From an optimization exercise on the open Yosys and OpenROAD flow, aimed at small area and a short achievable clock period; shortcuts taken in it are not production practice.
Only simulation tests tie the RTL to the original design; equivalence was not proved.
No activity file was given, so power comes from the tool's default toggle rates.

==> inputs of build 34 <==
Design ProcessCore, start of the top module:
module ProcessCore(
    input clk,
    input reset,
    input [63:0] instruction,
    output reg [63:0] mem_address,
    output reg mem_read_enable,
    output reg [63:0] data_to_accumulate,
    output reg accumulate_enable,
    output reg backpressure,
    output reg [63:0] to_on_switch_buffer,
    input [63:0] from_on_switch_buffer,
    output [63:0] accumulate_result,
    output reg write_enable_swap_reg,
    input [63:0] from_accumulate_logic,
    input [3:0] sum_sel,
    output reg [63:0] sum_value,
    output reg [31:0] sum_count
);
reg [3:0] opcode;
reg [43:0] address_field;
reg [15:0] data_field;
reg [15:0] sum_valid;
reg [63:0] SumValue[0:15];
reg [31:0] SumCandidateCounter[0:15];
reg [31:0] cur_lo;
reg [31:0] cur_hi;
reg [31:0] cur_cnt;
reg        pend_en;
reg [3:0]  pend_idx;
reg [31:0] pend_lo;
reg        pend_k;
reg [31:0] pend_xhi;
reg [31:0] pend_chi;
wire [3:0] upd_idx = data_field[3:0];
wire [3:0] nxt_idx = instruction[3:0];
wire [31:0] x_lo = from_accumulate_logic[31:0];
wire [31:0] x_hi = from_accumulate_logic[63:32];
wire [31:0] lo_c;
wire lo_k;
sk_carry #(32, 6) lo_carry (.a(cur_lo), .b(x_lo), .cin(1'b0), .c(lo_c), .cout(lo_k));
wire [31:0] lo_new = cur_lo ^ x_lo ^ lo_c;
wire [31:0] hi_new = pend_chi + pend_xhi + {31'd0, pend_k};
wire [63:0] pend_sum = {hi_new, pend_lo};
wire [31:0] new_cnt = cur_cnt + 32'd1;
wire nxt_fwd1 = accumulate_enable && (upd_idx == nxt_idx);
  ...
Settings: LEC_CHECK=0, ABC_CLOCK_PERIOD_IN_PS=2000, CAP_MARGIN=20, CORE_MARGIN=2, CORE_UTILIZATION=40, SETUP_SLACK_MARGIN=3.5, SLEW_MARGIN=20, TNS_END_PERCENT=5; clock period 6.0 ns.
run.sh (not shown) runs the stock make flow with config.mk's settings and CLKGATE_MAP_FILE= SYNTH_SCRIPT=/design/flow/synth_recipe.tcl, a recipe that flattens the netlist after the stock synthesis.
==> inputs of build 26, as changes to build 34 <==
--- a/flow/design.v
+++ b/flow/design.v
@@ -1,34 +1,33 @@
-module sk_carry #(parameter W = 64, parameter L = 6) (
+module sk_prefix #(parameter W = 32, parameter L = 5) (
     input  [W-1:0] a,
     input  [W-1:0] b,
-    input          cin,
-    output [W-1:0] c,
-    output         cout
-);
-    reg [W:0] g, p, gn, pn;
+    output [W-1:0] G,
+    output [W-1:0] P
+);
+    reg [W-1:0] g, p, gn, pn;
     integer l, i, j;
     always @* begin
-        g = {a & b, cin};
-        p = {a ^ b, 1'b0};
+        g = a & b;
+        p = a ^ b;
         for (l = 0; l < L; l = l + 1) begin
             gn = g;
             pn = p;
-            for (i = 0; i <= W; i = i + 1) begin
+            for (i = 0; i < W; i = i + 1) begin
                 if (i & (1 << l)) begin
                     j = ((i >> l) << l) - 1;
                     gn[i] = g[i] | (p[i] & g[j]);
                     pn[i] = p[i] & p[j];
                 end
             end
             g = gn;
             p = pn;
         end
     end
-    assign c = g[W-1:0];
-    assign cout = g[W];
+    assign G = g;
+    assign P = p;
 endmodule
 module AccumulateConfigLogic(
     input clk,
     input reset,
     input [63:0] instruction,
     input [63:0] data_in,
@@ -39,36 +38,64 @@
     reg [27:0] sum_candidate_counter;
     reg accumulate_enabled;
     wire [3:0] opcode = instruction[63:60];
     wire op_cfg = (opcode == 4'h1);
     wire op_acc = (opcode == 4'h2);
     wire op_dis = (opcode == 4'h3);
-    wire can_acc = accumulate_enabled && (|capacity_counter) && (|sum_candidate_counter);
+    reg can_acc;
     wire do_acc = op_acc && can_acc;
+    wire [31:0] cap_borrow;
+    wire [27:0] scc_borrow;
+    genvar gi;
+    generate
+        for (gi = 0; gi < 32; gi = gi + 1) begin : cb
+            if (gi == 0) begin : z
+                assign cap_borrow[gi] = 1'b1;
+            end else begin : nz
+                assign cap_borrow[gi] = ~|capacity_counter[gi-1:0];
+            end
+        end
+        for (gi = 0; gi < 28; gi = gi + 1) begin : sb
+            if (gi == 0) begin : z
+                assign scc_borrow[gi] = 1'b1;
+            end else begin : nz
+                assign scc_borrow[gi] = ~|sum_candidate_counter[gi-1:0];
+            end
+        end
+    endgenerate
+    wire [31:0] cap_dec = capacity_counter ^ cap_borrow;
+    wire [27:0] scc_dec = sum_candidate_counter ^ scc_borrow;
+    wire cap_dec_nz = |capacity_counter[31:1];
+    wire scc_dec_nz = |sum_candidate_counter[27:1];
+    wire next_en = op_cfg ? 1'b1 : op_dis ? 1'b0 : accumulate_enabled;
+    wire next_cap_nz = op_cfg ? (|instruction[31:0]) : do_acc ? cap_dec_nz : (|capacity_counter);
+    wire next_scc_nz = op_cfg ? (|instruction[59:32]) : do_acc ? scc_dec_nz : (|sum_candidate_counter);
     wire [63:0] acc_p = accumulate_result ^ data_in;
-    wire [63:0] acc_c;
-    wire acc_cout;
-    sk_carry #(64, 7) acc_carry (.a(accumulate_result), .b(data_in), .cin(1'b0), .c(acc_c), .cout(acc_cout));
+    wire [63:0] acc_G, acc_P;
+    sk_prefix #(64, 6) acc_prefix (.a(accumulate_result), .b(data_in), .G(acc_G), .P(acc_P));
+    wire [63:0] acc_c = {acc_G[62:0], 1'b0};
     wire [63:0] acc_t0 = do_acc ? acc_p : accumulate_result;
     wire [63:0] acc_t1 = do_acc ? ~acc_p : accumulate_result;
     wire [63:0] acc_next = (acc_c & acc_t1) | (~acc_c & acc_t0);
     always @(posedge clk or posedge reset) begin
         if (reset) begin
             capacity_counter <= 32'd10;
             sum_candidate_counter <= 28'd5;
+            can_acc <= 1'b0;
             accumulate_result <= 64'd0;
             bp_signal <= 1'b0;
             accumulate_enabled <= 1'b0;
         end else begin
             if (op_cfg) begin
                 capacity_counter <= instruction[31:0];
                 sum_candidate_counter <= instruction[59:32];
             end else if (do_acc) begin
-                capacity_counter <= capacity_counter - 32'd1;
-                sum_candidate_counter <= sum_candidate_counter - 28'd1;
-            end
+                capacity_counter <= cap_dec;
+                sum_candidate_counter <= scc_dec;
+            end
+            can_acc <= next_en && next_cap_nz && next_scc_nz;
             accumulate_result <= acc_next;
             if (op_cfg)
                 accumulate_enabled <= 1'b1;
             else if (op_dis)
                 accumulate_enabled <= 1'b0;
             if (op_cfg)
@@ -106,58 +133,93 @@
 reg [31:0] cur_hi;
 reg [31:0] cur_cnt;
 reg        pend_en;
 reg [3:0]  pend_idx;
 reg [31:0] pend_lo;
 reg        pend_k;
-reg [31:0] pend_xhi;
-reg [31:0] pend_chi;
+reg [31:0] pend_hi0;
+reg [31:0] pend_hi1;
+reg [15:0] cnt_we;
+reg [15:0] sum_we;
 wire [3:0] upd_idx = data_field[3:0];
 wire [3:0] nxt_idx = instruction[3:0];
 wire [31:0] x_lo = from_accumulate_logic[31:0];
 wire [31:0] x_hi = from_accumulate_logic[63:32];
-wire [31:0] lo_c;
-wire lo_k;
-sk_carry #(32, 6) lo_carry (.a(cur_lo), .b(x_lo), .cin(1'b0), .c(lo_c), .cout(lo_k));
-wire [31:0] lo_new = cur_lo ^ x_lo ^ lo_c;
-wire [31:0] hi_new = pend_chi + pend_xhi + {31'd0, pend_k};
-wire [63:0] pend_sum = {hi_new, pend_lo};
-wire [31:0] new_cnt = cur_cnt + 32'd1;
 wire nxt_fwd1 = accumulate_enable && (upd_idx == nxt_idx);
 wire nxt_fwd2 = pend_en && (pend_idx == nxt_idx);
-wire cur_fwd = pend_en && (pend_idx == upd_idx);
 wire [63:0] nxt_sum_tab = sum_valid[nxt_idx] ? SumValue[nxt_idx] : 64'd0;
 wire [31:0] nxt_cnt_tab = sum_valid[nxt_idx] ? SumCandidateCounter[nxt_idx] : 32'd0;
+wire [31:0] hi_new = pend_k ? pend_hi1 : pend_hi0;
+wire [63:0] pend_sum = {hi_new, pend_lo};
+wire [31:0] lo_G, lo_P;
+sk_prefix #(32, 5) lo_prefix (.a(cur_lo), .b(x_lo), .G(lo_G), .P(lo_P));
+wire [31:0] lo_c = {lo_G[30:0], 1'b0};
+wire lo_k = lo_G[31];
+wire [31:0] lo_p = cur_lo ^ x_lo;
+wire [31:0] lo_new = (lo_c & ({32{accumulate_enable}} & ~lo_p)) | (~lo_c & ({32{accumulate_enable}} & lo_p));
+wire [31:0] nxt_lo_alt = nxt_fwd2 ? pend_lo : nxt_sum_tab[31:0];
+wire [31:0] nxt_lo_t0 = nxt_fwd1 ? lo_p : nxt_lo_alt;
+wire [31:0] nxt_lo_t1 = nxt_fwd1 ? ~lo_p : nxt_lo_alt;
+wire [31:0] nxt_lo = (lo_c & nxt_lo_t1) | (~lo_c & nxt_lo_t0);
+wire [31:0] hi_p = cur_hi ^ x_hi;
+wire [31:0] hi_G, hi_P;
+sk_prefix #(32, 5) hi_prefix (.a(cur_hi), .b(x_hi), .G(hi_G), .P(hi_P));
+wire [31:0] hi_c0 = {hi_G[30:0], 1'b0};
+wire [31:0] hi_c1 = {hi_G[30:0] | hi_P[30:0], 1'b1};
+wire [31:0] hi0 = (hi_c0 & ({32{accumulate_enable}} & ~hi_p)) | (~hi_c0 & ({32{accumulate_enable}} & hi_p));
+wire [31:0] hi1 = (hi_c1 & ({32{accumulate_enable}} & ~hi_p)) | (~hi_c1 & ({32{accumulate_enable}} & hi_p));
+reg [31:0] cnt_carry;
+reg [31:0] cnt_pre, cnt_pn;
+integer cl, ci;
+always @* begin
+    cnt_pre = cur_cnt;
+    for (cl = 0; cl < 5; cl = cl + 1) begin
+        cnt_pn = cnt_pre;
+        for (ci = 0; ci < 32; ci = ci + 1)
+            if (ci & (1 << cl))
+                cnt_pn[ci] = cnt_pre[ci] & cnt_pre[((ci >> cl) << cl) - 1];
+        cnt_pre = cnt_pn;
+    end
+    cnt_carry = {cnt_pre[30:0], 1'b1};
+end
+wire [31:0] new_cnt = {32{accumulate_enable}} & (cur_cnt ^ cnt_carry);
 wire rd_fwd = pend_en && (pend_idx == sum_sel);
+wire opcode_other = !(opcode == 4'd1 || opcode == 4'd2 || opcode == 4'd3 ||
+                      opcode == 4'd4 || opcode == 4'd5);
+wire acc_en_next = (opcode == 4'd3) || (accumulate_enable && !opcode_other);
 integer i;
 always @(posedge clk) begin
     for (i = 0; i < 16; i = i + 1) begin
-        if (pend_en && pend_idx == i)
+        if (sum_we[i])
             SumValue[i] <= pend_sum;
-        if (accumulate_enable && upd_idx == i)
+        if (cnt_we[i])
             SumCandidateCounter[i] <= new_cnt;
     end
-    cur_lo <= nxt_fwd1 ? lo_new : nxt_fwd2 ? pend_lo : nxt_sum_tab[31:0];
-    cur_hi <= nxt_fwd2 ? hi_new : nxt_sum_tab[63:32];
+    cur_lo <= nxt_lo;
+    cur_hi <= nxt_fwd1 ? (lo_k ? hi1 : hi0) : nxt_fwd2 ? hi_new : nxt_sum_tab[63:32];
     cur_cnt <= nxt_fwd1 ? new_cnt : nxt_cnt_tab;
     pend_idx <= upd_idx;
     pend_lo <= lo_new;
     pend_k <= lo_k;
-    pend_xhi <= x_hi;
-    pend_chi <= cur_fwd ? hi_new : cur_hi;
+    pend_hi0 <= hi0;
+    pend_hi1 <= hi1;
 end
 always @(posedge clk or posedge reset) begin
     if (reset) begin
         pend_en <= 1'b0;
+        cnt_we <= 16'd0;
+        sum_we <= 16'd0;
         sum_valid <= 16'd0;
         sum_value <= 64'd0;
         sum_count <= 32'd0;
     end else begin
         pend_en <= accumulate_enable;
-        if (accumulate_enable)
-            sum_valid[upd_idx] <= 1'b1;
+        for (i = 0; i < 16; i = i + 1)
+            cnt_we[i] <= acc_en_next && (nxt_idx == i);
+        sum_we <= cnt_we;
+        sum_valid <= sum_valid | cnt_we;
         sum_value <= rd_fwd ? pend_sum : (sum_valid[sum_sel] ? SumValue[sum_sel] : 64'd0);
         sum_count <= sum_valid[sum_sel] ? SumCandidateCounter[sum_sel] : 32'd0;
     end
 end
 wire bp_from_accumulate_logic;
 AccumulateConfigLogic accumulateConfigLogic(
==> flow/flow/run.sh (new file) <==
#!/bin/bash
# The standard layout (the standard.sh: ORFS from the standard synthesis
# to the routed layout), except that the port buffers inserted before global
# placement are plain buffers (buf_4) instead of the default delay-type buffer.
# The full output of the ORFS make run is kept in standard_make.log; ORFS also
# keeps each step's log under orfs/logs/.
set -euo pipefail
export BUFFER_PORTS_ARGS="-buffer_cell sky130_fd_sc_hd__buf_4"
bash standard.sh > standard_make.log 2>&1
==> flow/standard.sh (new file) <==
#!/bin/bash
# synth_recipe.tcl (not shown) runs the flow's synth.tcl, then flattens the netlist and writes it again
# the make line also repeats each setting of config.mk as NAME=value (left out here)
make -C /OpenROAD-flow-scripts/flow DESIGN_CONFIG=/design/flow/config.mk WORK_HOME=/design/flow/orfs CLKGATE_MAP_FILE= SYNTH_SCRIPT=/design/flow/synth_recipe.tcl "${@:-finish}"
- CORE_UTILIZATION: 40 -> 60
- CTS_BUF_LIST: default -> sky130_fd_sc_hd__clkbuf_16 sky130_fd_sc_hd__clkbuf_8
- CTS_CLUSTER_DIAMETER: default -> 60
- CTS_CLUSTER_SIZE: default -> 30
- PLACE_DENSITY: default -> 0.7
- SETUP_SLACK_MARGIN: 3.5 -> 3.1
- TNS_END_PERCENT: 5 -> default
removed: flow/run.sh
==> inputs of trial 27, as changes to build 34 <==
--- a/flow/design.v
+++ b/flow/design.v
@@ -39,36 +39,64 @@
     reg [27:0] sum_candidate_counter;
     reg accumulate_enabled;
     wire [3:0] opcode = instruction[63:60];
     wire op_cfg = (opcode == 4'h1);
     wire op_acc = (opcode == 4'h2);
     wire op_dis = (opcode == 4'h3);
-    wire can_acc = accumulate_enabled && (|capacity_counter) && (|sum_candidate_counter);
+    reg can_acc;
     wire do_acc = op_acc && can_acc;
+    wire [31:0] cap_borrow;
+    wire [27:0] scc_borrow;
+    genvar gi;
+    generate
+        for (gi = 0; gi < 32; gi = gi + 1) begin : cb
+            if (gi == 0) begin : z
+                assign cap_borrow[gi] = 1'b1;
+            end else begin : nz
+                assign cap_borrow[gi] = ~|capacity_counter[gi-1:0];
+            end
+        end
+        for (gi = 0; gi < 28; gi = gi + 1) begin : sb
+            if (gi == 0) begin : z
+                assign scc_borrow[gi] = 1'b1;
+            end else begin : nz
+                assign scc_borrow[gi] = ~|sum_candidate_counter[gi-1:0];
+            end
+        end
+    endgenerate
+    wire [31:0] cap_dec = capacity_counter ^ cap_borrow;
+    wire [27:0] scc_dec = sum_candidate_counter ^ scc_borrow;
+    wire cap_dec_nz = |capacity_counter[31:1];
+    wire scc_dec_nz = |sum_candidate_counter[27:1];
+    wire next_en = op_cfg ? 1'b1 : op_dis ? 1'b0 : accumulate_enabled;
+    wire next_cap_nz = op_cfg ? (|instruction[31:0]) : do_acc ? cap_dec_nz : (|capacity_counter);
+    wire next_scc_nz = op_cfg ? (|instruction[59:32]) : do_acc ? scc_dec_nz : (|sum_candidate_counter);
     wire [63:0] acc_p = accumulate_result ^ data_in;
     wire [63:0] acc_c;
     wire acc_cout;
     sk_carry #(64, 7) acc_carry (.a(accumulate_result), .b(data_in), .cin(1'b0), .c(acc_c), .cout(acc_cout));
     wire [63:0] acc_t0 = do_acc ? acc_p : accumulate_result;
     wire [63:0] acc_t1 = do_acc ? ~acc_p : accumulate_result;
     wire [63:0] acc_next = (acc_c & acc_t1) | (~acc_c & acc_t0);
     always @(posedge clk or posedge reset) begin
         if (reset) begin
             capacity_counter <= 32'd10;
             sum_candidate_counter <= 28'd5;
+            can_acc <= 1'b0;
             accumulate_result <= 64'd0;
             bp_signal <= 1'b0;
             accumulate_enabled <= 1'b0;
         end else begin
             if (op_cfg) begin
                 capacity_counter <= instruction[31:0];
                 sum_candidate_counter <= instruction[59:32];
             end else if (do_acc) begin
-                capacity_counter <= capacity_counter - 32'd1;
-                sum_candidate_counter <= sum_candidate_counter - 28'd1;
-            end
+                capacity_counter <= cap_dec;
+                sum_candidate_counter <= scc_dec;
+            end
+            can_acc <= next_en && next_cap_nz && next_scc_nz;
             accumulate_result <= acc_next;
             if (op_cfg)
                 accumulate_enabled <= 1'b1;
             else if (op_dis)
                 accumulate_enabled <= 1'b0;
             if (op_cfg)
@@ -112,34 +140,54 @@
 reg [31:0] pend_xhi;
 reg [31:0] pend_chi;
 wire [3:0] upd_idx = data_field[3:0];
 wire [3:0] nxt_idx = instruction[3:0];
 wire [31:0] x_lo = from_accumulate_logic[31:0];
 wire [31:0] x_hi = from_accumulate_logic[63:32];
-wire [31:0] lo_c;
-wire lo_k;
-sk_carry #(32, 6) lo_carry (.a(cur_lo), .b(x_lo), .cin(1'b0), .c(lo_c), .cout(lo_k));
-wire [31:0] lo_new = cur_lo ^ x_lo ^ lo_c;
-wire [31:0] hi_new = pend_chi + pend_xhi + {31'd0, pend_k};
-wire [63:0] pend_sum = {hi_new, pend_lo};
-wire [31:0] new_cnt = cur_cnt + 32'd1;
 wire nxt_fwd1 = accumulate_enable && (upd_idx == nxt_idx);
 wire nxt_fwd2 = pend_en && (pend_idx == nxt_idx);
 wire cur_fwd = pend_en && (pend_idx == upd_idx);
 wire [63:0] nxt_sum_tab = sum_valid[nxt_idx] ? SumValue[nxt_idx] : 64'd0;
 wire [31:0] nxt_cnt_tab = sum_valid[nxt_idx] ? SumCandidateCounter[nxt_idx] : 32'd0;
+wire [31:0] lo_c;
+wire lo_k;
+sk_carry #(32, 6) lo_carry (.a(cur_lo), .b(x_lo), .cin(1'b0), .c(lo_c), .cout(lo_k));
+wire [31:0] lo_p = cur_lo ^ x_lo;
+wire [31:0] lo_new = (lo_c & ({32{accumulate_enable}} & ~lo_p)) | (~lo_c & ({32{accumulate_enable}} & lo_p));
+wire [31:0] nxt_lo_alt = nxt_fwd2 ? pend_lo : nxt_sum_tab[31:0];
+wire [31:0] nxt_lo_t0 = nxt_fwd1 ? lo_p : nxt_lo_alt;
+wire [31:0] nxt_lo_t1 = nxt_fwd1 ? ~lo_p : nxt_lo_alt;
+wire [31:0] nxt_lo = (lo_c & nxt_lo_t1) | (~lo_c & nxt_lo_t0);
+wire [31:0] hi_c;
+wire hi_cout;
+sk_carry #(32, 6) hi_carry (.a(pend_chi), .b(pend_xhi), .cin(pend_k), .c(hi_c), .cout(hi_cout));
+wire [31:0] hi_p = pend_chi ^ pend_xhi;
+wire [31:0] hi_new = (hi_c & ({32{pend_en}} & ~hi_p)) | (~hi_c & ({32{pend_en}} & hi_p));
+wire [63:0] pend_sum = {hi_new, pend_lo};
+wire [31:0] cnt_carry;
+genvar gi;
+generate
+    for (gi = 0; gi < 32; gi = gi + 1) begin : cc
+        if (gi == 0) begin : z
+            assign cnt_carry[gi] = 1'b1;
+        end else begin : nz
+            assign cnt_carry[gi] = &cur_cnt[gi-1:0];
+        end
+    end
+endgenerate
+wire [31:0] new_cnt = {32{accumulate_enable}} & (cur_cnt ^ cnt_carry);
 wire rd_fwd = pend_en && (pend_idx == sum_sel);
 integer i;
 always @(posedge clk) begin
     for (i = 0; i < 16; i = i + 1) begin
         if (pend_en && pend_idx == i)
             SumValue[i] <= pend_sum;
         if (accumulate_enable && upd_idx == i)
             SumCandidateCounter[i] <= new_cnt;
     end
-    cur_lo <= nxt_fwd1 ? lo_new : nxt_fwd2 ? pend_lo : nxt_sum_tab[31:0];
+    cur_lo <= nxt_lo;
     cur_hi <= nxt_fwd2 ? hi_new : nxt_sum_tab[63:32];
     cur_cnt <= nxt_fwd1 ? new_cnt : nxt_cnt_tab;
     pend_idx <= upd_idx;
     pend_lo <= lo_new;
     pend_k <= lo_k;
     pend_xhi <= x_hi;
- SETUP_SLACK_MARGIN: 3.5 -> 3.2
- TNS_END_PERCENT: 5 -> 20
==> comparison <==
- Synthesized cell count, lowest first: trial 27, build 34, build 26.
- The highest design area belongs to build 34, the lowest to build 26.
- The lowest first-iteration DRC count belongs to build 34, the highest to trial 27.
- Via count: build 34 < build 26 < trial 27.
- Between build 26 and build 34, the lower global-route usage is in build 34 (gap 13 points).
- In trial 27 the total power is higher than in build 26, by about 10%.
- Worst setup slack: build 34 < trial 27 < build 26.
- Register-to-register slack: trial 27 is worse than build 26 (0.45 ns).
- Between build 34 and trial 27, the lower flip-flop and latch count is in build 34 (gap 1).

port drivers added, routing unchanged:
The flow's constraints put no driver on any port. The routed layouts listed below were extracted and timed again, unchanged, in two steps. Step 1, drivers: a clkbuf_16 drives clk and a buf_2 each remaining input, both assumed. Step 2 times the ports against the registers' clock, not the clock port: input delays grow and output delays shrink by t, the midpoint of the rising clock arrivals with the driver on. a / b / c = ideal ports / drivers / drivers and shift; a / b = the first two.
run | t (ns) | slack for setup (ns) | worst hold slack (ns)
build 34 | 0.963 | 2.233 / 2.233 / 1.820 | 0.437 / 0.437 / 0.437
build 26 | 0.903 | 2.899 / 2.955 / 2.052 | 0.413 / 0.413 / 0.413
trial 27 | 0.971 | 2.573 / 2.573 / 2.017 | 0.419 / 0.419 / 0.419
After both steps every run listed still meets setup and hold. For build 26, which loses most, drivers alone change the setup slack by +0.056 ns; drivers and shift together by -0.847 ns.
